Context: an optimization exercise on an open-source flow, tuned for a short achievable clock period and few clock cycles. The choices shown serve that exercise and are no tape-out recipe. In this exercise RTL edits were held to simulation tests only and were not proved equivalent to the original.

<file path="design/flow/flow/run.sh">
#!/bin/bash
# The standard layout (standard.sh), with one change: repair_timing in the
# floorplan, CTS and global-route steps aims for SETUP_SLACK_MARGIN ns of setup
# slack instead of 0, so the resizer also works on paths that meet the 20 ns
# clock, which set the achieved period. The SDC, the clock and the steps are
# the standard ones.
set -euo pipefail
export SETUP_SLACK_MARGIN=15
bash standard.sh finish > flow_standard.log 2>&1
</file>
<file path="design/flow/standard.sh">
#!/bin/bash
# synth_recipe.tcl (not shown) runs the flow's synth.tcl, then flattens the netlist and writes it again
# the make line also repeats each setting of config.mk as NAME=value (left out here)
make -C /OpenROAD-flow-scripts/flow DESIGN_CONFIG=/design/flow/config.mk WORK_HOME=/design/flow/orfs CLKGATE_MAP_FILE= SYNTH_SCRIPT=/design/flow/synth_recipe.tcl "${@:-finish}"
</file>
<file path="design/flow/config.mk">
export PLATFORM = sky130hd
export DESIGN_NAME = DataPath
export DESIGN_NICKNAME = DataPath
export VERILOG_FILES = /design/flow/design.v
export SDC_FILE = /design/flow/constraint.sdc
export NUM_CORES = 4
export LEC_CHECK = 0
export CAP_MARGIN = 20
export CORE_MARGIN = 2
export CORE_UTILIZATION = 35
export PLACE_DENSITY = 0.55
export SLEW_MARGIN = 20
</file>
<file path="design/flow/constraint.sdc">
create_clock -name core_clock -period 20.0 [get_ports {clk}]
set_input_delay 4.0000 -clock core_clock [delete_from_list [all_inputs] [get_ports {clk}]]
set_output_delay 4.0000 -clock core_clock [all_outputs]
set_load 0.01 [all_outputs]
</file>
<file path="design/flow/design.v">
module DataPath(
   input clk,
   input rst,
   input [31:0] DataMem_out,
   output memory_write,
   output [31:0] RS2ALU_Mux_Out,
   output [1:0] MemSize,
   output [31:0] Mem_Addr,
   output memory_unsigned
);
    function [31:0] expand;
        input [15:0] c;
        reg [4:0] rdp, rs2p, rd, rs2;
        begin
            rdp  = {2'b01, c[4:2]};
            rs2p = {2'b01, c[4:2]};
            rd   = c[11:7];
            rs2  = c[6:2];
            expand = 32'h00000013;  
            case ({c[15:13], c[1:0]})
                5'b000_00:  
                    expand = {2'b0, c[10:7], c[12:11], c[5], c[6], 2'b00, 5'd2, 3'b000, rdp, 7'b0010011};
                5'b010_00:  
                    expand = {5'b0, c[5], c[12:10], c[6], 2'b00, 2'b01, c[9:7], 3'b010, rdp, 7'b0000011};
                5'b110_00:  
                    expand = {5'b0, c[5], c[12], rs2p, 2'b01, c[9:7], 3'b010, c[11:10], c[6], 2'b00, 7'b0100011};
                5'b000_01:  
                    expand = {{7{c[12]}}, c[6:2], rd, 3'b000, rd, 7'b0010011};
                5'b001_01:  
                    expand = {c[12], c[8], c[10:9], c[6], c[7], c[2], c[11], c[5:3], c[12], {8{c[12]}}, 5'd1, 7'b1101111};
                5'b010_01:  
                    expand = {{7{c[12]}}, c[6:2], 5'd0, 3'b000, rd, 7'b0010011};
                5'b011_01:
                    if (rd == 5'd2)  
                        expand = {{3{c[12]}}, c[4:3], c[5], c[2], c[6], 4'b0000, 5'd2, 3'b000, 5'd2, 7'b0010011};
                    else  
                        expand = {{15{c[12]}}, c[6:2], rd, 7'b0110111};
                5'b100_01:
                    case (c[11:10])
                        2'b00: expand = {7'b0000000, c[6:2], 2'b01, c[9:7], 3'b101, 2'b01, c[9:7], 7'b0010011};  
                        2'b01: expand = {7'b0100000, c[6:2], 2'b01, c[9:7], 3'b101, 2'b01, c[9:7], 7'b0010011};  
                        2'b10: expand = {{7{c[12]}}, c[6:2], 2'b01, c[9:7], 3'b111, 2'b01, c[9:7], 7'b0010011};  
                        default:
                            case (c[6:5])
                                2'b00: expand = {7'b0100000, rs2p, 2'b01, c[9:7], 3'b000, 2'b01, c[9:7], 7'b0110011};  
                                2'b01: expand = {7'b0000000, rs2p, 2'b01, c[9:7], 3'b100, 2'b01, c[9:7], 7'b0110011};  
                                2'b10: expand = {7'b0000000, rs2p, 2'b01, c[9:7], 3'b110, 2'b01, c[9:7], 7'b0110011};  
                                default: expand = {7'b0000000, rs2p, 2'b01, c[9:7], 3'b111, 2'b01, c[9:7], 7'b0110011};  
                            endcase
                    endcase
                5'b101_01:  
                    expand = {c[12], c[8], c[10:9], c[6], c[7], c[2], c[11], c[5:3], c[12], {8{c[12]}}, 5'd0, 7'b1101111};
                5'b110_01:  
                    expand = {{4{c[12]}}, c[6:5], c[2], 5'd0, 2'b01, c[9:7], 3'b000, c[11:10], c[4:3], c[12], 7'b1100011};
                5'b111_01:  
                    expand = {{4{c[12]}}, c[6:5], c[2], 5'd0, 2'b01, c[9:7], 3'b001, c[11:10], c[4:3], c[12], 7'b1100011};
                5'b000_10:  
                    expand = {7'b0000000, c[6:2], rd, 3'b001, rd, 7'b0010011};
                5'b010_10:  
                    expand = {4'b0, c[3:2], c[12], c[6:4], 2'b00, 5'd2, 3'b010, rd, 7'b0000011};
                5'b100_10:
                    if (c[12] == 1'b0) begin
                        if (rs2 == 5'd0) expand = {12'd0, rd, 3'b000, 5'd0, 7'b1100111};           
                        else             expand = {7'b0, rs2, 5'd0, 3'b000, rd, 7'b0110011};       
                    end else begin
                        if (rs2 == 5'd0) expand = {12'd0, rd, 3'b000, 5'd1, 7'b1100111};           
                        else             expand = {7'b0, rs2, rd, 3'b000, rd, 7'b0110011};         
                    end
                5'b110_10:  
                    expand = {4'b0, c[8:7], c[12], rs2, 5'd2, 3'b010, c[11:9], 2'b00, 7'b0100011};
                default: expand = 32'h00000013;
            endcase
        end
    endfunction
    localparam NB = 8;     
    localparam NQ = 8;     
    localparam NC = 16;    
    reg [31:0] ba_r;       
    reg [1:0]  bsz_r;
    reg        bwr_r;
    reg        buns_r;
    reg [31:0] bwd_r;
    reg        bfetch_r;   
    reg [31:0] fa_r;       
    assign Mem_Addr        = ba_r;
    assign MemSize         = bsz_r;
    assign memory_write    = bwr_r;
    assign memory_unsigned = buns_r;
    assign RS2ALU_Mux_Out  = bwd_r;
    reg          bt_v   [0:NB-1];
    reg [15:1]   bt_tag [0:NB-1];    
    reg [31:1]   bt_tgt [0:NB-1];
    reg          bt_l2  [0:NB-1];
    reg [2:0]    bt_rr;
    reg          bp_v, bp_inv, bp_l2;
    reg [2:0]    bp_idx;
    reg [15:1]   bp_tag;
    reg [31:1]   bp_tgt;
    reg          ahit, al2;
    reg [31:1]   atgt;
    reg [2:0]    aidx;
    integer k;
    always @(*) begin
        ahit = 1'b0; al2 = 1'b0; atgt = 31'd0; aidx = 3'd0;
        for (k = 0; k < NB; k = k + 1) begin
            if (bt_v[k] && bt_tag[k] == fa_r[15:1]) begin
                ahit = 1'b1;
                al2  = al2 | bt_l2[k];
                atgt = atgt | bt_tgt[k];
                aidx = aidx | k[2:0];
            end
        end
    end
    wire         phit = bp_v && bp_tag == fa_r[15:1];
    wire         hit  = phit ? ~bp_inv : ahit;
    wire         hl2  = phit ? bp_l2 : al2;
    wire [31:1]  htgt = phit ? bp_tgt : atgt;
    wire [2:0]   hidx = phit ? bp_idx : aidx;
    wire pt_lo = hit & ~hl2;           
    wire pt_hi = hit & hl2;
    reg          ic_v   [0:NC-1];
    reg [15:1]   ic_tag [0:NC-1];    
    reg [31:0]   ic_d   [0:NC-1];
    reg [3:0]    ic_rr;
    reg          chit;
    reg [31:0]   cdata;
    always @(*) begin
        chit = 1'b0; cdata = 32'd0;
        for (k = 0; k < NC; k = k + 1) begin
            if (ic_v[k] && ic_tag[k] == fa_r[15:1]) begin
                chit  = 1'b1;
                cdata = cdata | ic_d[k];
            end
        end
    end
    wire [31:0] fword = chit ? cdata : DataMem_out;
    reg [15:0] q     [0:NQ-1];
    reg        s_pt  [0:NQ-1];    
    reg [31:1] s_tgt [0:NQ-1];    
    reg        s_hi  [0:NQ-1];    
    reg        s_hit [0:NQ-1];    
    reg [2:0]  s_hix [0:NQ-1];    
    reg [3:0]  occ;
    reg [31:0] d_pc;
    wire [31:0] d_pc2 = d_pc + 32'd2;
    wire [31:0] d_pc4 = d_pc + 32'd4;
    wire [15:0] h0 = q[0];
    wire [15:0] h1 = q[1];
    wire        h32     = (h0[1:0] == 2'b11);
    wire        d_avail = (occ != 4'd0) && (!h32 || occ >= 4'd2);
    wire [31:0] di      = h32 ? {h1, h0} : expand(h0);
    wire        d_pt    = h32 ? s_pt[1] : s_pt[0];
    wire [31:0] d_ptgt  = {(h32 ? s_tgt[1] : s_tgt[0]), 1'b0};
    wire        d_hi    = h32 ? s_hi[1] : s_hi[0];
    wire        d_hit   = h32 ? s_hit[1] : s_hit[0];
    wire [2:0]  d_hix   = h32 ? s_hix[1] : s_hix[0];
    wire        d_bad   = h32 & s_pt[0];     
    reg        e_valid;
    reg [31:0] e_r1, e_r2, e_imm, e_boff, e_link, e_pc, e_pnext;
    reg [4:0]  e_rd;
    reg        e_we, e_load, e_store, e_branch, e_jal, e_jalr, e_auipc;
    reg [2:0]  e_f3, e_fn;
    reg        e_sub, e_sra, e_op2imm, e_usepre;
    reg        e_faM, e_faW, e_fbM, e_fbW;
    reg        e_pt, e_bad, e_h32, e_hi, e_hit, e_dpred, e_addi;
    reg [31:0] e_auv;
    reg [2:0]  e_hix;
    reg        m_we, m_load;
    reg [4:0]  m_rd;
    reg [31:0] m_res;
    reg        m_tchk;             
    reg [31:0] m_ttgt, m_tpn;
    wire [6:0] opc = di[6:0];
    wire [4:0] d_rd  = di[11:7];
    wire [2:0] d_f3  = di[14:12];
    wire [4:0] d_rs1 = di[19:15];
    wire [4:0] d_rs2 = di[24:20];
    wire d_lui    = (opc == 7'b0110111);
    wire d_auipc  = (opc == 7'b0010111);
    wire d_jal    = (opc == 7'b1101111) & ~d_bad;
    wire d_jalr   = (opc == 7'b1100111) & ~d_bad;
    wire d_branch = (opc == 7'b1100011) & ~d_bad;
    wire d_load   = (opc == 7'b0000011) & ~d_bad;
    wire d_store  = (opc == 7'b0100011) & ~d_bad;
    wire d_opimm  = (opc == 7'b0010011);
    wire d_op     = (opc == 7'b0110011);
    wire [31:0] immI = {{20{di[31]}}, di[31:20]};
    wire [31:0] immS = {{20{di[31]}}, di[31:25], di[11:7]};
    wire [31:0] immB = {{20{di[31]}}, di[7], di[30:25], di[11:8], 1'b0};
    wire [31:0] immU = {di[31:12], 12'b0};
    wire [31:0] immJ = {{12{di[31]}}, di[19:12], di[20], di[30:21], 1'b0};
    reg [31:0] d_imm;
    always @(*) begin
        if (d_store)                d_imm = immS;
        else if (d_lui | d_auipc)   d_imm = immU;
        else                        d_imm = immI;
    end
    wire [31:0] d_boff   = d_auipc ? immU : (d_jal ? immJ : immB);    
    wire [31:0] d_pcnext = h32 ? d_pc4 : d_pc2;
    wire [4:0]  c_op   = {h0[15:13], h0[1:0]};
    wire        r_jal  = h32 & (h0[6:0] == 7'b1101111);
    wire        r_br   = h32 & (h0[6:0] == 7'b1100011);
    wire        r_cj   = ~h32 & (c_op == 5'b001_01 || c_op == 5'b101_01);
    wire        r_cb   = ~h32 & (c_op == 5'b110_01 || c_op == 5'b111_01);
    wire [31:0] t_j32  = d_pc + {{12{h1[15]}}, h0[15:12], h1[3:0], h1[4], h1[14:5], 1'b0};
    wire [31:0] t_b32  = d_pc + {{20{h1[15]}}, h0[7], h1[14:9], h0[11:8], 1'b0};
    wire [31:0] t_cj   = d_pc + {{20{h0[12]}}, h0[12], h0[8], h0[10:9], h0[6], h0[7], h0[2], h0[11], h0[5:3], 1'b0};
    wire [31:0] t_cb   = d_pc + {{23{h0[12]}}, h0[12], h0[6:5], h0[2], h0[11:10], h0[4:3], 1'b0};
    wire        r_jr32 = h32 & (h0[6:0] == 7'b1100111);
    wire        r_jr16 = ~h32 & (h0[15:13] == 3'b100) & (h0[6:0] == 7'b0000010) & (h0[11:7] != 5'd0);
    wire [4:0]  jr_rs1 = h32 ? {h1[3:0], h0[15]} : h0[11:7];
    wire        jr_e   = e_valid & e_we & (e_rd == jr_rs1);
    wire        r_jra  = (r_jr32 | r_jr16) & jr_e & e_auipc;
    wire        r_jrb  = r_jr16 & jr_e & e_addi & e_faM;
    wire [31:0] t_jra  = e_auv + (h32 ? {{20{h1[15]}}, h1[15:4]} : 32'd0);
    wire [31:0] t_jrb  = m_res + e_imm;
    wire        d_early  = d_fire & ~d_pt & ~d_bad & (r_jal | r_cj | (r_br & h1[15]) | (r_cb & h0[12]) | r_jra | r_jrb);
    wire [31:0] d_etgt   = r_jal ? t_j32 : (r_br ? t_b32 : (r_cj ? t_cj : (r_cb ? t_cb :
                           {(r_jra ? t_jra[31:1] : t_jrb[31:1]), 1'b0})));
    wire [31:0] d_auv    = d_pc + {h1, h0[15:12], 12'b0};
    wire [31:0] d_pnext  = d_early ? d_etgt : (d_pt ? d_ptgt : d_pcnext);
    wire d_use1 = ~(d_lui | d_auipc | d_jal);
    wire d_use2 = d_op | d_store | d_branch;
    wire d_we   = (d_lui | d_auipc | d_jal | d_jalr | d_load | d_opimm | d_op) && (d_rd != 5'd0) && !d_bad;
    wire [4:0] d_rs1x = d_lui ? 5'd0 : d_rs1;
    wire d_sub = d_op & di[30] & (d_f3 == 3'b000);
    wire d_sra = di[30];
    wire [2:0] d_fn = (d_lui) ? 3'b000 : d_f3;
    wire d_op2imm = ~d_op;
    reg [31:0] rf [1:31];
    reg        w_we;
    reg [4:0]  w_rd;
    reg [31:0] w_data;
    always @(posedge clk) begin
        if (w_we) rf[w_rd] <= w_data;
    end
    wire [31:0] rf1 = (d_rs1x == 5'd0) ? 32'd0 : rf[d_rs1x];
    wire [31:0] rf2 = (d_rs2  == 5'd0) ? 32'd0 : rf[d_rs2];
    wire [31:0] d_r1 = (w_we && w_rd == d_rs1x) ? w_data : rf1;
    wire [31:0] d_r2 = (w_we && w_rd == d_rs2)  ? w_data : rf2;
    wire late   = m_tchk & (m_ttgt != m_tpn);
    wire e_stall = e_valid & m_load & (e_faM | e_fbM);
    wire e_live = e_valid & ~late;
    wire e_go   = e_live & ~e_stall;
    wire [31:0] a  = e_faM ? m_res : (e_faW ? w_data : e_r1);
    wire [31:0] br = e_fbM ? m_res : (e_fbW ? w_data : e_r2);
    wire [31:0] b  = e_op2imm ? e_imm : br;
    wire [31:0] addr_sum = a + e_imm;
    wire [31:0] pc_rel   = e_pc + e_boff;
    wire [31:0] add_res  = a + b;
    wire [31:0] sub_res  = a - b;
    wire        lt_s     = $signed(a) < $signed(b);
    wire        lt_u     = a < b;
    wire [31:0] sra_res  = $signed(a) >>> b[4:0];
    wire [31:0] srl_res  = a >> b[4:0];
    reg [31:0] alu;
    always @(*) begin
        case (e_fn)
            3'b000: alu = e_sub ? sub_res : add_res;
            3'b001: alu = a << b[4:0];
            3'b010: alu = {31'd0, lt_s};
            3'b011: alu = {31'd0, lt_u};
            3'b100: alu = a ^ b;
            3'b101: alu = e_sra ? sra_res : srl_res;
            3'b110: alu = a | b;
            default: alu = a & b;
        endcase
    end
    wire [31:0] e_res = e_usepre ? (e_auipc ? pc_rel : e_link) : alu;
    wire b_eq  = (a == br);
    wire b_lt  = $signed(a) < $signed(br);
    wire b_ltu = a < br;
    reg cond;
    always @(*) begin
        case (e_f3)
            3'b000: cond = b_eq;
            3'b001: cond = ~b_eq;
            3'b100: cond = b_lt;
            3'b101: cond = ~b_lt;
            3'b110: cond = b_ltu;
            3'b111: cond = ~b_ltu;
            default: cond = 1'b0;
        endcase
    end
    wire taken   = e_jal | e_jalr | (e_branch & cond);
    wire mis     = e_bad | (e_pt ? ~taken : taken);
    wire e_redir = e_go & mis;
    wire redirect = late | e_redir;
    wire [31:0] jtarget = {addr_sum[31:1], 1'b0};
    wire [31:0] act_tgt = e_jalr ? jtarget : pc_rel;
    wire [31:0] target  = late ? m_ttgt : (e_bad ? e_pc : (taken ? act_tgt : e_link));
    wire mem_next = e_go & (e_load | e_store);
    wire bt_wr  = (e_redir | (e_go & e_dpred)) & ~e_bad & taken;
    wire bt_inv = e_redir & ~e_bad & ~taken & e_pt & ~e_dpred;
    wire [31:0] e_lsa = e_h32 ? e_pc + 32'd2 : e_pc;        
    wire [31:0] e_fa  = e_hi ? e_lsa - 32'd2 : e_lsa;       
    wire bt_same = bp_v && bp_tag == e_fa[15:1];
    wire [2:0] bt_wi = e_hit ? e_hix : (bt_same ? bp_idx : bt_rr);
    wire d_fire = d_avail & ~e_stall;
    wire [3:0] d_len = h32 ? 4'd2 : 4'd1;
    wire [3:0]  base   = occ - (d_fire ? d_len : 4'd0);
    wire        enq    = (chit | bfetch_r) & (base <= NQ - 2);
    wire [3:0]  f_inc  = enq ? (pt_lo ? 4'd1 : 4'd2) : 4'd0;
    wire [31:0] fa_nx  = hit ? {htgt, 1'b0} : (fa_r + 32'd4);
    wire [31:0] fa_cur = enq ? fa_nx : fa_r;
    wire        fill   = enq & ~chit;     
    always @(posedge clk or posedge rst) begin
        if (rst) begin
            fa_r <= 32'd0; ic_rr <= 4'd0;
            for (k = 0; k < NC; k = k + 1) ic_v[k] <= 1'b0;
            occ <= 4'd0; d_pc <= 32'd0;
            e_valid <= 1'b0; m_we <= 1'b0; m_load <= 1'b0; w_we <= 1'b0; m_tchk <= 1'b0;
            bt_rr <= 3'd0; bp_v <= 1'b0;
            for (k = 0; k < NB; k = k + 1) bt_v[k] <= 1'b0;
        end else begin
            fa_r <= redirect ? target : (d_early ? d_etgt : fa_cur);
            if (fill) begin
                ic_v[ic_rr] <= 1'b1;
                ic_rr <= ic_rr + 4'd1;
            end
            if (redirect) begin
                occ <= 4'd0;
                d_pc <= target;
            end else begin
                occ <= d_early ? 4'd0 : base + f_inc;
                if (d_fire) begin
                    d_pc <= d_pnext;
                end
            end
            if (late || (e_go & e_bad)) begin
                for (k = 0; k < NB; k = k + 1) bt_v[k] <= 1'b0;
                bp_v <= 1'b0;
            end else begin
                if (bp_v) bt_v[bp_idx] <= ~bp_inv;
                bp_v <= bt_wr | bt_inv;
                if (bt_wr && !e_hit && !bt_same) bt_rr <= bt_rr + 3'd1;
            end
            if (!(e_stall & ~late)) e_valid <= d_fire & ~redirect;
            m_we    <= e_go & e_we;
            m_load  <= e_go & e_load;
            m_tchk  <= e_go & ~mis & e_pt;
            w_we    <= m_we;
        end
    end
    always @(posedge clk) begin
        if (rst) begin
            ba_r <= 32'd0; bsz_r <= 2'b10; bwr_r <= 1'b0; buns_r <= 1'b0;
            bfetch_r <= 1'b1;
        end else if (mem_next) begin
            ba_r <= addr_sum; bwr_r <= e_store; bsz_r <= e_f3[1:0]; buns_r <= e_f3[2];
            bfetch_r <= 1'b0;
        end else if (redirect) begin
            ba_r <= target; bwr_r <= 1'b0; bsz_r <= 2'b10;
            bfetch_r <= 1'b1;
        end else if (d_early) begin
            ba_r <= d_etgt; bwr_r <= 1'b0; bsz_r <= 2'b10;
            bfetch_r <= 1'b1;
        end else begin
            ba_r <= fa_cur; bwr_r <= 1'b0; bsz_r <= 2'b10;
            bfetch_r <= 1'b1;
        end
    end
    integer i;
    always @(posedge clk) begin
        bp_inv <= ~bt_wr;
        bp_idx <= bt_wr ? bt_wi : e_hix;
        bp_tag <= e_fa[15:1];
        bp_tgt <= act_tgt[31:1];
        bp_l2  <= e_hi;
        if (bp_v && !bp_inv) begin
            bt_tag[bp_idx] <= bp_tag;
            bt_tgt[bp_idx] <= bp_tgt;
            bt_l2[bp_idx]  <= bp_l2;
        end
        for (i = 0; i < NQ; i = i + 1) begin
            if (i < base) begin
                if (d_fire && h32) begin
                    if (i + 2 < NQ) begin
                        q[i] <= q[i+2]; s_pt[i] <= s_pt[i+2]; s_tgt[i] <= s_tgt[i+2];
                        s_hi[i] <= s_hi[i+2]; s_hit[i] <= s_hit[i+2]; s_hix[i] <= s_hix[i+2];
                    end
                end else if (d_fire) begin
                    if (i + 1 < NQ) begin
                        q[i] <= q[i+1]; s_pt[i] <= s_pt[i+1]; s_tgt[i] <= s_tgt[i+1];
                        s_hi[i] <= s_hi[i+1]; s_hit[i] <= s_hit[i+1]; s_hix[i] <= s_hix[i+1];
                    end
                end
            end else if (i == base) begin
                q[i] <= fword[15:0]; s_pt[i] <= pt_lo; s_tgt[i] <= htgt;
                s_hi[i] <= 1'b0; s_hit[i] <= hit; s_hix[i] <= hidx;
            end else if (i == base + 1) begin
                q[i] <= fword[31:16]; s_pt[i] <= pt_hi; s_tgt[i] <= htgt;
                s_hi[i] <= 1'b1; s_hit[i] <= hit; s_hix[i] <= hidx;
            end
        end
        bwd_r <= br;     
        if (fill) begin
            ic_tag[ic_rr] <= fa_r[15:1];
            ic_d[ic_rr]   <= DataMem_out;
        end
    end
    always @(posedge clk) begin
        if (e_stall) begin
            e_r1 <= a; e_r2 <= br;
            e_faM <= 1'b0; e_faW <= e_faM; e_fbM <= 1'b0; e_fbW <= e_fbM;
        end else begin
        e_r1 <= d_r1; e_r2 <= d_r2; e_imm <= d_imm; e_boff <= d_boff;
        e_link <= d_pcnext; e_pc <= d_pc; e_pnext <= d_pnext;
        e_pt <= d_pt | d_early; e_dpred <= d_early; e_bad <= d_bad; e_h32 <= h32; e_hi <= d_hi;
        e_hit <= d_hit; e_hix <= d_hix;
        e_rd <= d_rd; e_we <= d_we; e_load <= d_load; e_store <= d_store;
        e_branch <= d_branch; e_jal <= d_jal; e_jalr <= d_jalr; e_auipc <= d_auipc;
        e_addi <= d_opimm & (d_f3 == 3'b000); e_auv <= d_auv;
        e_f3 <= d_f3; e_fn <= d_fn; e_sub <= d_sub; e_sra <= d_sra;
        e_op2imm <= d_op2imm; e_usepre <= d_auipc | d_jal | d_jalr;
        e_faM <= e_valid & e_we & d_use1 & (e_rd == d_rs1x);
        e_faW <= m_we & d_use1 & (m_rd == d_rs1x);
        e_fbM <= e_valid & e_we & d_use2 & (e_rd == d_rs2);
        e_fbW <= m_we & d_use2 & (m_rd == d_rs2);
        end
        m_rd <= e_rd; m_res <= e_res;
        m_ttgt <= act_tgt; m_tpn <= e_pnext;
        w_rd <= m_rd;
        w_data <= m_load ? DataMem_out : m_res;
    end
endmodule
</file>
==> run summary, run 1 <==
Outcome
The flow ran to the end and the layout has no timing, DRC or antenna violations.

Worst setup path
At the worst endpoint, the required time is 16.00 ns. Data arrives at the worst endpoint at 1.52 ns. The capturing element type of the critical path is an output pin. On the critical path the largest part of the delay comes from flip-flops. The setup check on the worst reg-to-reg path leaves a slack of 14.75 ns. The startpoint kind of the worst setup timing path is a register. The critical path goes through buf_6. In this design, the stage delay of the slowest critical-path cell is 0.42 ns. The slowest cell on the critical path is sky130_fd_sc_hd__dfxtp_4.

The number of buffers and inverters on the critical path is 1. The largest driver fanout on the critical path is 1. The critical path is of the reg2out type.

Logic synthesis
The dominant register cell in the synthesized netlist is sky130_fd_sc_hd__edfxtp_1. The total number of yosys warnings is 9. The mapped netlist covers 163000 um^2. Sorting the synthesized cells by area gives the leading types as sky130_fd_sc_hd__edfxtp_1 (51%), sky130_fd_sc_hd__nand2_1 (5.8%), sky130_fd_sc_hd__dfxtp_1 (3.6%). When the netlist entered floorplanning its net count stood at 15800.

The share of synthesized area in the top cell type comes to 50.7%. After synthesis, flip-flops and latches occupy 55.9% of the total area. Each instance of the synthesized netlist takes up on average 10.6 um^2. In the post-synthesis netlist, the cell with the most instances is sky130_fd_sc_hd__edfxtp_1. The cell type with the highest aggregate area in the netlist is sky130_fd_sc_hd__edfxtp_1. Counting flops with a built-in enable in the synthesized netlist gives 2756. After synthesis, the share of flip-flops with an asynchronous set or reset is 3.33%. The count of mapped cells out of synthesis is 15400. The flip-flop and latch count after synthesis is 3153.

The netlist uses 103 different library cells. Sorting the synthesized cells by how often they occur yields sky130_fd_sc_hd__edfxtp_1 (2756), sky130_fd_sc_hd__nand2_1 (2514), sky130_fd_sc_hd__a21oi_1 (1086).

STA
Setup repair after global routing could not meet its margin everywhere. The worst path needs 5.52 ns of the cycle, external delays included. The maximum clock skew at final layout is 0.110 ns. The count of final hold-check violations is 0.

The final worst-path cycle share is 27.6%. The final-report setup violation count is 0. Once routing completed, OpenROAD measured the worst setup slack at 14.48 ns. The slew at the pin with the worst max-slew slack is 1.25 ns. The number of max-slew violations in the final report is 0. Measured against its own limit, the worst slew margin works out to 15.6%. Derived from the worst setup path, the maximum achievable clock frequency is 0.181 GHz. Across all hold checks on the routed design, the worst slack comes to 0.341 ns. The total negative slack for setup checks is 0 ns.

Detailed routing
The pre-antenna-repair detailed-routing pass consisted of 7 iterations. The total via count after detailed routing is 136000. The detailed-route DRC error count is 0.

Dividing the detail-routed via count by the number of cells gives 6.21. The count of antenna-violating nets left after detailed routing is 0. Wires add up to 710000 um.

The number of design-rule violations left by the first detailed-router iteration is 19400. The routed length per placed instance is 32.3 um.

Layout
The filler cells instantiated in the layout total 44200. At the end of the flow the core is filled with cells to 41.0%. The layout cell share with drive strength beyond 1 is 13.3%.

The synthesis-to-layout area growth is 16.7%. The count of nets after finishing is 15800.

Global routing
The via count of the first global-routing pass came to 125000. The first global-routing pass estimated 967000 um of wire. The number of antenna violations at the first check in global routing was 43.

The global-route total usage across every layer is 28.4%. The overall overflow remaining after global route is 0. Entering global routing, the biggest net connects 129 pins.

Floorplanning
The initial standard-cell utilization of the core is 35.2%. The die covers 472000 um^2. The overall die height is 687 um.

The core region is 464000 um^2. The count of boundary I/O pins is 102. The placement row count is 250. The horizontal extent of the die is 687 um.

CTS
CTS saw 3153 sinks. The register clock-pin slew on the reported worst setup and hold paths is 0.06 ns. Counting the buffers created by CTS gives 356.

The clock reaches the later pin of the worst-skew pair after 1.03 ns. The number of buffers on the longest clock path is 4. CTS built an H-tree with a depth of 5. The CTS root buffer is sky130_fd_sc_hd__clkbuf_16. The TritonCTS clock tree is done.

Placement
The global placer's final weighted congestion is 1.01. The placed wire-length estimate after detailed placement is 436000 um. During placement, the flow inserted port buffers numbering 101.

Before CTS, the worst setup slack after placement is 12.39 ns.

Job
The number of max-cap violations is 0.

Min path
The classification of the worst-slack hold path is reg2reg.
through the flow:
step / instance area [um^2] / cells
after detailed placement: 172000 / 21000
after global routing: 190000 / 21900
after CTS: 187000 / 21800
after floorplan: 164000 / 15400
after global placement: 172000 / 21000
final: 190000 / 21900
layout make-up:
| class | instances | area (um^2) | share of cell area, % |
|---|---|---|---|
| Antenna cell | 31 | 77.6 | 0.0407 |
| Clock buffer | 495 | 9860 | 5.18 |
| Clock inverter | 157 | 1550 | 0.814 |
| Inverter | 297 | 1250 | 0.657 |
| Multi-Input combinational cell | 10900 | 70400 | 37.0 |
| Sequential cell | 3153 | 91400 | 48.0 |
| Tap cell | 6174 | 7720 | 4.06 |
| Timing Repair Buffer | 774 | 8080 | 4.24 |
| Timing Repair inverter | 5 | 38.8 | 0.0204 |
logic make-up (layout without fill, tap and decap cells):
logic type	Yosys count	in the layout	synth area share (%)
adder cells (fa/ha/maj)	369	369	2.89
XOR/XNOR	711	711	3.82
AO/OA/AOI/OAI	4037	4042	16.6
AND/OR/NAND/NOR	5219	5231	14.2
multiplexers	497	497	3.19
other	0	31	0
buffers and inverters	1391	1728	3.34
flip-flops	3153	3153	55.9
layout by cell type, fill, tap and decap left out, types with 104 or more instances in the layout:
cell type                   count
sky130_fd_sc_hd__nand3_1      675
sky130_fd_sc_hd__xnor2_1      564
sky130_fd_sc_hd__clkbuf_1     110
sky130_fd_sc_hd__a21oi_1     1009
sky130_fd_sc_hd__a21o_1       167
sky130_fd_sc_hd__clkbuf_16    381
sky130_fd_sc_hd__a31oi_1      248
sky130_fd_sc_hd__a311oi_1     209
sky130_fd_sc_hd__dfxtp_1      235
sky130_fd_sc_hd__buf_4        450
sky130_fd_sc_hd__ha_1         344
sky130_fd_sc_hd__nor2_1       793
sky130_fd_sc_hd__buf_6        141
sky130_fd_sc_hd__and2_1       104
sky130_fd_sc_hd__nor3_1       175
sky130_fd_sc_hd__o21ai_0      561
sky130_fd_sc_hd__a22oi_1      218
sky130_fd_sc_hd__xor2_1       130
sky130_fd_sc_hd__a211oi_1     163
sky130_fd_sc_hd__and3_1       256
sky130_fd_sc_hd__nand2_1     2486
sky130_fd_sc_hd__o21a_1       119
sky130_fd_sc_hd__edfxtp_1    2756
sky130_fd_sc_hd__inv_1        257
sky130_fd_sc_hd__a221oi_1     292
sky130_fd_sc_hd__mux2i_1      396
sky130_fd_sc_hd__nand4_1      189
sky130_fd_sc_hd__a22o_1       121
registers in the layout, indices dropped and copies added, names as in the netlist, 120 cells and up:
register,flops
bt_tag,120
bt_tgt,248
ic_d,512
ic_tag,240
q,128
rf,992
s_tgt,248
per-layer routing:
| metal | routed length, um | track usage [%] |
|---|---|---|
| met3 | 77400 | 6.01 |
| met1 | 275000 | 37.6 |
| met4 | 48300 | 16.1 |
| met5 | 141 | 0 |
| met2 | 308000 | 43.4 |
worst paths after layout:
check	depth (start not counted)	endpoint	startpoint
worst max-delay path	1	Mem_Addr[0]	ba_r[0]
worst min-delay path	0	m_tpn[20]	e_pnext[20]
worst max register to register	24	ba_r[7]	e_faW
worst min register to register	0	m_tpn[20]	e_pnext[20]
max in group asynchronous	5	ic_v[2]	rst
min in group asynchronous	3	d_pc[25]	rst
what timing repair did:
item | CTS | global route
gates resized for setup | 843 | 505
buffers inserted | 116 | 95
hold buffers | 0 | 0
pin swaps | 54 | 139
endpoints found under the setup margin | 1938 | 1165
gates cloned | 28 | 22
Testbench counts, summed over its fixed seeds: cycles 14,952.
==> inputs of run 2 (changes only) <==
--- a/design/flow/design.v
+++ b/design/flow/design.v
@@ -88,14 +88,13 @@
     assign memory_unsigned = buns_r;
     assign RS2ALU_Mux_Out  = bwd_r;
     reg          bt_v   [0:NB-1];
-    reg [15:1]   bt_tag [0:NB-1];    
+    reg [31:1]   bt_tag [0:NB-1];
     reg [31:1]   bt_tgt [0:NB-1];
     reg          bt_l2  [0:NB-1];
     reg [2:0]    bt_rr;
     reg          bp_v, bp_inv, bp_l2;
     reg [2:0]    bp_idx;
-    reg [15:1]   bp_tag;
-    reg [31:1]   bp_tgt;
+    reg [31:1]   bp_tag, bp_tgt;
     reg          ahit, al2;
     reg [31:1]   atgt;
     reg [2:0]    aidx;
@@ -103,7 +102,7 @@
     always @(*) begin
         ahit = 1'b0; al2 = 1'b0; atgt = 31'd0; aidx = 3'd0;
         for (k = 0; k < NB; k = k + 1) begin
-            if (bt_v[k] && bt_tag[k] == fa_r[15:1]) begin
+            if (bt_v[k] && bt_tag[k] == fa_r[31:1]) begin
                 ahit = 1'b1;
                 al2  = al2 | bt_l2[k];
                 atgt = atgt | bt_tgt[k];
@@ -111,7 +110,7 @@
             end
         end
     end
-    wire         phit = bp_v && bp_tag == fa_r[15:1];
+    wire         phit = bp_v && bp_tag == fa_r[31:1];
     wire         hit  = phit ? ~bp_inv : ahit;
     wire         hl2  = phit ? bp_l2 : al2;
     wire [31:1]  htgt = phit ? bp_tgt : atgt;
@@ -119,7 +118,7 @@
     wire pt_lo = hit & ~hl2;           
     wire pt_hi = hit & hl2;
     reg          ic_v   [0:NC-1];
-    reg [15:1]   ic_tag [0:NC-1];    
+    reg [31:1]   ic_tag [0:NC-1];
     reg [31:0]   ic_d   [0:NC-1];
     reg [3:0]    ic_rr;
     reg          chit;
@@ -127,7 +126,7 @@
     always @(*) begin
         chit = 1'b0; cdata = 32'd0;
         for (k = 0; k < NC; k = k + 1) begin
-            if (ic_v[k] && ic_tag[k] == fa_r[15:1]) begin
+            if (ic_v[k] && ic_tag[k] == fa_r[31:1]) begin
                 chit  = 1'b1;
                 cdata = cdata | ic_d[k];
             end
@@ -140,6 +139,7 @@
     reg        s_hi  [0:NQ-1];    
     reg        s_hit [0:NQ-1];    
     reg [2:0]  s_hix [0:NQ-1];    
+    reg        s_pd  [0:NQ-1];    
     reg [3:0]  occ;
     reg [31:0] d_pc;
     wire [31:0] d_pc2 = d_pc + 32'd2;
@@ -217,6 +217,27 @@
     wire        d_early  = d_fire & ~d_pt & ~d_bad & (r_jal | r_cj | (r_br & h1[15]) | (r_cb & h0[12]) | r_jra | r_jrb);
     wire [31:0] d_etgt   = r_jal ? t_j32 : (r_br ? t_b32 : (r_cj ? t_cj : (r_cb ? t_cb :
                            {(r_jra ? t_jra[31:1] : t_jrb[31:1]), 1'b0})));
+    wire [15:0] n0     = h32 ? q[2] : q[1];
+    wire [15:0] n1     = h32 ? q[3] : q[2];
+    wire        n32    = (n0[1:0] == 2'b11);
+    wire [3:0]  nlen   = n32 ? 4'd2 : 4'd1;
+    wire        n_in   = occ >= (h32 ? 4'd2 : 4'd1) + nlen;
+    wire        n_pt1  = h32 ? s_pt[2] : s_pt[1];
+    wire        n_pt2  = h32 ? s_pt[3] : s_pt[2];
+    wire [4:0]  nc_op  = {n0[15:13], n0[1:0]};
+    wire        n_jal  = n32 & (n0[6:0] == 7'b1101111);
+    wire        n_br   = n32 & (n0[6:0] == 7'b1100011) & n1[15];
+    wire        n_cj   = ~n32 & (nc_op == 5'b001_01 || nc_op == 5'b101_01);
+    wire        n_cb   = ~n32 & (nc_op == 5'b110_01 || nc_op == 5'b111_01) & n0[12];
+    wire [31:0] n_pc   = h32 ? d_pc4 : d_pc2;
+    wire [31:0] tn_j32 = n_pc + {{12{n1[15]}}, n0[15:12], n1[3:0], n1[4], n1[14:5], 1'b0};
+    wire [31:0] tn_b32 = n_pc + {{20{n1[15]}}, n0[7], n1[14:9], n0[11:8], 1'b0};
+    wire [31:0] tn_cj  = n_pc + {{20{n0[12]}}, n0[12], n0[8], n0[10:9], n0[6], n0[7], n0[2], n0[11], n0[5:3], 1'b0};
+    wire [31:0] tn_cb  = n_pc + {{23{n0[12]}}, n0[12], n0[6:5], n0[2], n0[11:10], n0[4:3], 1'b0};
+    wire        n_early = d_fire & ~d_pt & ~d_bad & ~d_early & n_in & ~n_pt1 & ~(n32 & n_pt2) &
+                          (n_jal | n_br | n_cj | n_cb);
+    wire [31:0] n_etgt = n_jal ? tn_j32 : (n_br ? tn_b32 : (n_cj ? tn_cj : tn_cb));
+    wire        d_pd   = h32 ? s_pd[1] : s_pd[0];
     wire [31:0] d_auv    = d_pc + {h1, h0[15:12], 12'b0};
     wire [31:0] d_pnext  = d_early ? d_etgt : (d_pt ? d_ptgt : d_pcnext);
     wire d_use1 = ~(d_lui | d_auipc | d_jal);
@@ -294,7 +315,7 @@
     wire bt_inv = e_redir & ~e_bad & ~taken & e_pt & ~e_dpred;
     wire [31:0] e_lsa = e_h32 ? e_pc + 32'd2 : e_pc;        
     wire [31:0] e_fa  = e_hi ? e_lsa - 32'd2 : e_lsa;       
-    wire bt_same = bp_v && bp_tag == e_fa[15:1];
+    wire bt_same = bp_v && bp_tag == e_fa[31:1];
     wire [2:0] bt_wi = e_hit ? e_hix : (bt_same ? bp_idx : bt_rr);
     wire d_fire = d_avail & ~e_stall;
     wire [3:0] d_len = h32 ? 4'd2 : 4'd1;
@@ -313,7 +334,7 @@
             bt_rr <= 3'd0; bp_v <= 1'b0;
             for (k = 0; k < NB; k = k + 1) bt_v[k] <= 1'b0;
         end else begin
-            fa_r <= redirect ? target : (d_early ? d_etgt : fa_cur);
+            fa_r <= redirect ? target : (d_early ? d_etgt : (n_early ? n_etgt : fa_cur));
             if (fill) begin
                 ic_v[ic_rr] <= 1'b1;
                 ic_rr <= ic_rr + 4'd1;
@@ -322,7 +343,7 @@
                 occ <= 4'd0;
                 d_pc <= target;
             end else begin
-                occ <= d_early ? 4'd0 : base + f_inc;
+                occ <= d_early ? 4'd0 : (n_early ? nlen : base + f_inc);
                 if (d_fire) begin
                     d_pc <= d_pnext;
                 end
@@ -355,6 +376,9 @@
         end else if (d_early) begin
             ba_r <= d_etgt; bwr_r <= 1'b0; bsz_r <= 2'b10;
             bfetch_r <= 1'b1;
+        end else if (n_early) begin
+            ba_r <= n_etgt; bwr_r <= 1'b0; bsz_r <= 2'b10;
+            bfetch_r <= 1'b1;
         end else begin
             ba_r <= fa_cur; bwr_r <= 1'b0; bsz_r <= 2'b10;
             bfetch_r <= 1'b1;
@@ -364,7 +388,7 @@
     always @(posedge clk) begin
         bp_inv <= ~bt_wr;
         bp_idx <= bt_wr ? bt_wi : e_hix;
-        bp_tag <= e_fa[15:1];
+        bp_tag <= e_fa[31:1];
         bp_tgt <= act_tgt[31:1];
         bp_l2  <= e_hi;
         if (bp_v && !bp_inv) begin
@@ -378,24 +402,29 @@
                     if (i + 2 < NQ) begin
                         q[i] <= q[i+2]; s_pt[i] <= s_pt[i+2]; s_tgt[i] <= s_tgt[i+2];
                         s_hi[i] <= s_hi[i+2]; s_hit[i] <= s_hit[i+2]; s_hix[i] <= s_hix[i+2];
+                        s_pd[i] <= s_pd[i+2];
                     end
                 end else if (d_fire) begin
                     if (i + 1 < NQ) begin
                         q[i] <= q[i+1]; s_pt[i] <= s_pt[i+1]; s_tgt[i] <= s_tgt[i+1];
                         s_hi[i] <= s_hi[i+1]; s_hit[i] <= s_hit[i+1]; s_hix[i] <= s_hix[i+1];
+                        s_pd[i] <= s_pd[i+1];
                     end
                 end
+                if (n_early && i == nlen - 1) begin
+                    s_pt[i] <= 1'b1; s_tgt[i] <= n_etgt[31:1]; s_pd[i] <= 1'b1;
+                end
             end else if (i == base) begin
-                q[i] <= fword[15:0]; s_pt[i] <= pt_lo; s_tgt[i] <= htgt;
+                q[i] <= fword[15:0]; s_pt[i] <= pt_lo; s_tgt[i] <= htgt; s_pd[i] <= 1'b0;
                 s_hi[i] <= 1'b0; s_hit[i] <= hit; s_hix[i] <= hidx;
             end else if (i == base + 1) begin
-                q[i] <= fword[31:16]; s_pt[i] <= pt_hi; s_tgt[i] <= htgt;
+                q[i] <= fword[31:16]; s_pt[i] <= pt_hi; s_tgt[i] <= htgt; s_pd[i] <= 1'b0;
                 s_hi[i] <= 1'b1; s_hit[i] <= hit; s_hix[i] <= hidx;
             end
         end
         bwd_r <= br;     
         if (fill) begin
-            ic_tag[ic_rr] <= fa_r[15:1];
+            ic_tag[ic_rr] <= fa_r[31:1];
             ic_d[ic_rr]   <= DataMem_out;
         end
     end
@@ -406,7 +435,7 @@
         end else begin
         e_r1 <= d_r1; e_r2 <= d_r2; e_imm <= d_imm; e_boff <= d_boff;
         e_link <= d_pcnext; e_pc <= d_pc; e_pnext <= d_pnext;
-        e_pt <= d_pt | d_early; e_dpred <= d_early; e_bad <= d_bad; e_h32 <= h32; e_hi <= d_hi;
+        e_pt <= d_pt | d_early; e_dpred <= d_early | (d_pt & d_pd); e_bad <= d_bad; e_h32 <= h32; e_hi <= d_hi;
         e_hit <= d_hit; e_hix <= d_hix;
         e_rd <= d_rd; e_we <= d_we; e_load <= d_load; e_store <= d_store;
         e_branch <= d_branch; e_jal <= d_jal; e_jalr <= d_jalr; e_auipc <= d_auipc;
==> run 2 against run 1 <==
Still clean. Routed wire length grew 16%. Flip-flop and latch count grew 408. Worst setup slack lost 0.22 ns. Critical path depth is the same. Area after synthesis grew 13%. Non-clock buffer count grew 244. Fmax shrank 3.9%. Global-route usage grew 1.0 points. Final cell count grew 12%. Die area grew 13%. Critical path type unchanged. Critical endpoint is now memory_write.
==> run summary, run 2 <==
Outcome
The flow ran to the end and the layout has no timing, DRC or antenna violations.

Logic synthesis
The biggest area contributor in the post-synthesis netlist is sky130_fd_sc_hd__edfxtp_1. The count of mapped cells out of synthesis is 17000 (+11%). The simple-gate share of the synthesized area is 13.8% (-0.39 points). The portion of the post-synthesis area used by sequential elements is 56.1% (+0.16 points). After synthesis, the largest family of logic cells by area is compound AO/OA/AOI/OAI gates. The synthesized-area fraction occupied by ao, oa, aoi and oai cells came to 15.5% (-1.1 points). The net count of the mapped netlist is 17500 (+11%). The post-synthesis cell area came to 184000 um^2 (+13%). The total number of yosys warnings is 10 (+1).

The synthesized area per cell is 10.8 um^2 (+1.9%). In the post-synthesis netlist, the biggest area contributors are sky130_fd_sc_hd__edfxtp_1 (51%), sky130_fd_sc_hd__nand2_1 (5.7%), sky130_fd_sc_hd__dfxtp_1 (3.3%). The mux cell area share after synthesis is 2.73% (-0.46 points). Sorting the synthesized cells by how often they occur yields sky130_fd_sc_hd__edfxtp_1 (3148), sky130_fd_sc_hd__nand2_1 (2794), sky130_fd_sc_hd__a21oi_1 (1005). The count of distinct cell types in the synthesized netlist came to 112 (+8.7%). The most instantiated library cell after synthesis is sky130_fd_sc_hd__edfxtp_1. The adder-cell share of the synthesized area was 2.80% (-0.082 points). The post-synthesis async set-or-reset flop share came to 2.95% (-0.38 points). The number of enable-type register cells in the synthesized netlist is 3148 (+14%). The area share of the leading cell type in the synthesized netlist is 51.3% (+0.58 points).

The dominant register cell in the synthesized netlist is sky130_fd_sc_hd__edfxtp_1. The flip-flop and latch count after synthesis is 3561 (+13%). The area share of xor/xnor cells in the synthesized design is 5.88% (+2.1 points).

Worst setup path
The worst setup path is launched from a register. The slowest cell on the critical path is sky130_fd_sc_hd__dfxtp_4. The number of cell instances on the worst register-to-register path was 24 (unchanged). In this run the critical register-to-register path is captured at ba_r[20].

The register-to-register setup slack is 14.74 ns (about the same). The source of the worst register-to-register timing path is e_faW. The largest driver fanout on the critical path is 2 (+1). The signal on the critical path passes through buf_6. The data required time at the worst endpoint is 16.00 ns (about the same).

The maximum single-stage delay on the critical path came to 0.51 ns (+0.09 ns). The worst setup path is captured at an output pin. The number of buffers and inverters on the critical path is 1 (unchanged).

The cell family contributing the most delay on the critical path is flip-flops. The worst setup path is of the reg2out kind. The arrival time of the worst setup path was 1.74 ns (+0.22 ns).

Detailed routing
The sum of met2 wire segment lengths after detailed routing is 356000 um (+15%). The detailed-route DRC error count is 0 (unchanged). The count of antenna-violating nets left after detailed routing is 0 (unchanged). The total routed wirelength is 823000 um (+16%).

The number of detailed-routing iterations run before antenna repair was 9 (+2). The number of design-rule violations left by the first detailed-router iteration is 21800 (+13%). The detailed-route vias per instance is 6.18 (-0.60%). The detailed-routing wirelength on met1 was 316000 um (+15%). The total via count after detailed routing was 152000 (+12%). The routed length per placed instance came to 33.4 um (+3.2%). The routed length on met3 is 86600 um (+12%). The top routing layer in use is met5.

STA
The maximum frequency from static timing analysis is 0.174 GHz (-3.9%). The maximum clock skew at final layout was 0.153 ns (+0.0425 ns). The final-report setup violation count is 0 (unchanged). The slew at the pin with the worst max-slew slack is 1.32 ns (+0.0718 ns). The final worst-path cycle share is 28.7% (+1.1 points).

The count of final hold-check violations is 0 (unchanged). Setup repair after global routing could not meet its margin everywhere. The total negative slack for setup checks came to 0 ns (unchanged).

The shortest period the worst path allows is 5.74 ns (+0.222 ns). The number of max-slew violations in the final report is 0 (unchanged). The headroom to the max-slew limit was 10.8% (-4.8 points).

CTS
The clock latency of the later-clocked register in the worst-skew pair is 1.07 ns (+0.04 ns). In this run the clock root is driven by a sky130_fd_sc_hd__clkbuf_16. The number of buffers added by the clock tree synthesis step came to 395 (+11%). The number of buffers on the longest clock path was 4 (unchanged).

The register clock-pin slew on the reported worst setup and hold paths is 0.07 ns (about the same). The TritonCTS clock tree is done. The count of H-tree levels built during CTS is 5 (unchanged). The number of clock sinks came to 3561 (+13%).

Placement
The quantity of I/O buffers inserted on ports was 101 (unchanged). The global placer's final weighted congestion came to 1.02 (+0.76%). The placed wire-length estimate after detailed placement was 510000 um (+17%).

Layout
The largest registers in the layout are rf (992), ic_d (512), ic_tag (496). In the layout the commonest cells are sky130_fd_sc_hd__edfxtp_1 (3148), sky130_fd_sc_hd__nand2_1 (2762), sky130_fd_sc_hd__a21oi_1 (915). The post-layout utilization of the core is 41.5% (+0.45 points). The count of nets after finishing is 17700 (+12%). Relative to the synthesized area, the layout overhead comes to 18.1%. The most common library cell in the layout ignoring fill and taps is sky130_fd_sc_hd__edfxtp_1. The register with the most flip-flops is rf. The layout cell share with drive strength beyond 1 is 14.8% (+1.5 points). The number of flip-flops in the largest register is 992 (unchanged).

Min path
The hold path depth came to 0 (unchanged). The path class of the tightest hold or removal check is reg2reg. The worst hold endpoint is m_tpn[0]. The startpoint of the most critical hold path is e_pnext[0].

Floorplanning
The area of the die is 532000 um^2 (+13%). The placeable core area came to 525000 um^2 (+13%). The initial standard-cell utilization of the core is 35.1% (-0.041 points).

The overall die height is 730 um (+6.2%). The placement row count is 266 (+6.4%). The count of boundary I/O pins came to 102 (unchanged).

The horizontal extent of the die is 730 um (+6.2%).

Global routing
The overall overflow remaining after global route is 0 (unchanged). The global-route wire length before repair is 1120000 um (+16%). The global-route total usage across every layer is 29.5% (+1.0 points).

The pin count of the biggest net entering global routing is 164 (+27%). The number of antenna violations at the first check in global routing is 71 (+65%). The via count of the first global-routing pass was 139000 (+11%).

Job
The number of max-cap violations came to 0 (unchanged).
==> run 2: cell type report <==
| type | instances | area [um^2] |
|---|---|---|
| well taps | 6968 | 8720 |
| repair buffers | 1018 | 11000 |
| fillers | 49700 | 307000 |
| clock inverters | 253 | 2630 |
| flip-flops and latches | 3561 | 104000 |
| diodes | 39 | 97.6 |
| clock buffers | 487 | 10400 |
| inverters | 268 | 1180 |
| multi-input cells | 12100 | 79900 |
| repair inverters | 7 | 50.0 |
==> run 2: worst register-to-register path, cell delays in order (launching register included) <==
cell and delay [ns]:
sky130_fd_sc_hd__dfxtp_4 0.43, sky130_fd_sc_hd__buf_16 0.16, sky130_fd_sc_hd__buf_12 0.11, sky130_fd_sc_hd__mux2i_1 0.23, sky130_fd_sc_hd__o21a_2 0.29, sky130_fd_sc_hd__clkinvlp_4 0.23
sky130_fd_sc_hd__ha_4 0.31, sky130_fd_sc_hd__and3_4 0.18, sky130_fd_sc_hd__nand4_1 0.13, sky130_fd_sc_hd__nor3_4 0.25, sky130_fd_sc_hd__nand4_1 0.33, sky130_fd_sc_hd__xor2_2 0.29
sky130_fd_sc_hd__nor4b_4 0.34, sky130_fd_sc_hd__nor3_4 0.11, sky130_fd_sc_hd__and2_4 0.21, sky130_fd_sc_hd__buf_6 0.14, sky130_fd_sc_hd__a221oi_4 0.29, sky130_fd_sc_hd__buf_4 0.17
sky130_fd_sc_hd__buf_6 0.10, sky130_fd_sc_hd__buf_12 0.13, sky130_fd_sc_hd__buf_12 0.12, sky130_fd_sc_hd__buf_12 0.12, sky130_fd_sc_hd__a21o_1 0.16, sky130_fd_sc_hd__nand2_2 0.07
sky130_fd_sc_hd__a22o_1 0.20
==> run 2: how the worst max path moves through the flow <==
stage | from | end | depth (start not counted)
finish | bwr_r | memory_write | 1
global route | bwr_r | memory_write | 1
CTS | bwr_r | memory_write | 1
detailed placement | q[0][1] | ic_tag[5][21] | 19
global placement | q[0][1] | ba_r[30] | 23
floorplan | rst | ba_r[30] | 3
==> run 2: logic make-up (layout without fill, tap and decap cells) <==
family	count (synthesis)	in the layout
XOR/XNOR	1212	1212
flip-flops	3561	3561
other	0	39
AND/OR/NAND/NOR	5642	5673
buffers and inverters	1463	2033
multiplexers	483	483
adder cells (fa/ha/maj)	405	405
AO/OA/AOI/OAI	4275	4279
==> run 2: per-layer routing <==
layer  global-route usage (%)  vias up
met4                     18.9       40
li1                         -    64400
met5                        0        -
met1                     38.3    75900
met3                     6.27     2269
met2                     44.6     9629
==> run 2: repair_timing <==
item	4_1_cts	5_1_grt
pin swaps	78	139
cloned	68	13
gates resized for setup	1118	519
endpoints found under the setup margin	2270	1674
buffers inserted	198	199
hold buffers	0	0
==> run 2: metrics by stage <==
stage | hold slack [ns] | worst slack (ns) | cell area [um^2] | instances
3_5_place_dp | 0.327 | 12.56 | 194000 | 23400
5_1_grt | 0.340 | 14.28 | 218000 | 24600
3_3_place_gp | 0.324 | 12.61 | 194000 | 23400
2_1_floorplan | 0.323 | 13.81 | 184000 | 17000
6_report | 0.340 | 14.26 | 218000 | 24700
4_1_cts | 0.322 | 14.25 | 213000 | 24400
Testbench counts of run 2, summed over its fixed seeds: cycles 14,842.

## static timing again, ports no longer ideal
The flow's constraints put no driver on any port. The routed layouts listed below were extracted and timed again, unchanged, in two steps.
Step 1 sets driving cells, clkbuf_16 on the clock port and buf_2 on the other inputs (assumed; they add their load-dependent delay and slew).
Step 2 moves the port delays by t, midway between the first and last clock arrival at a register: inputs arrive t later, outputs are due t later. That takes back most of the time a late clock gives input paths.
Three values: ideal ports, drivers, drivers and shift; two values: the first two.
| run | t (ns) | slack for setup (ns) | worst hold slack (ns) |
|---|---|---|---|
| run 1 | 1.080 | 14.481 / 14.372 / 13.904 | 0.341 / 0.341 / 0.341 |
| run 2 | 1.138 | 14.259 / 14.121 / 13.852 | 0.340 / 0.340 / 0.340 |
After both steps every run listed still meets setup and hold. The setup slack of run 1, which loses most, moves by -0.109 ns with the drivers and by -0.577 ns with both steps.
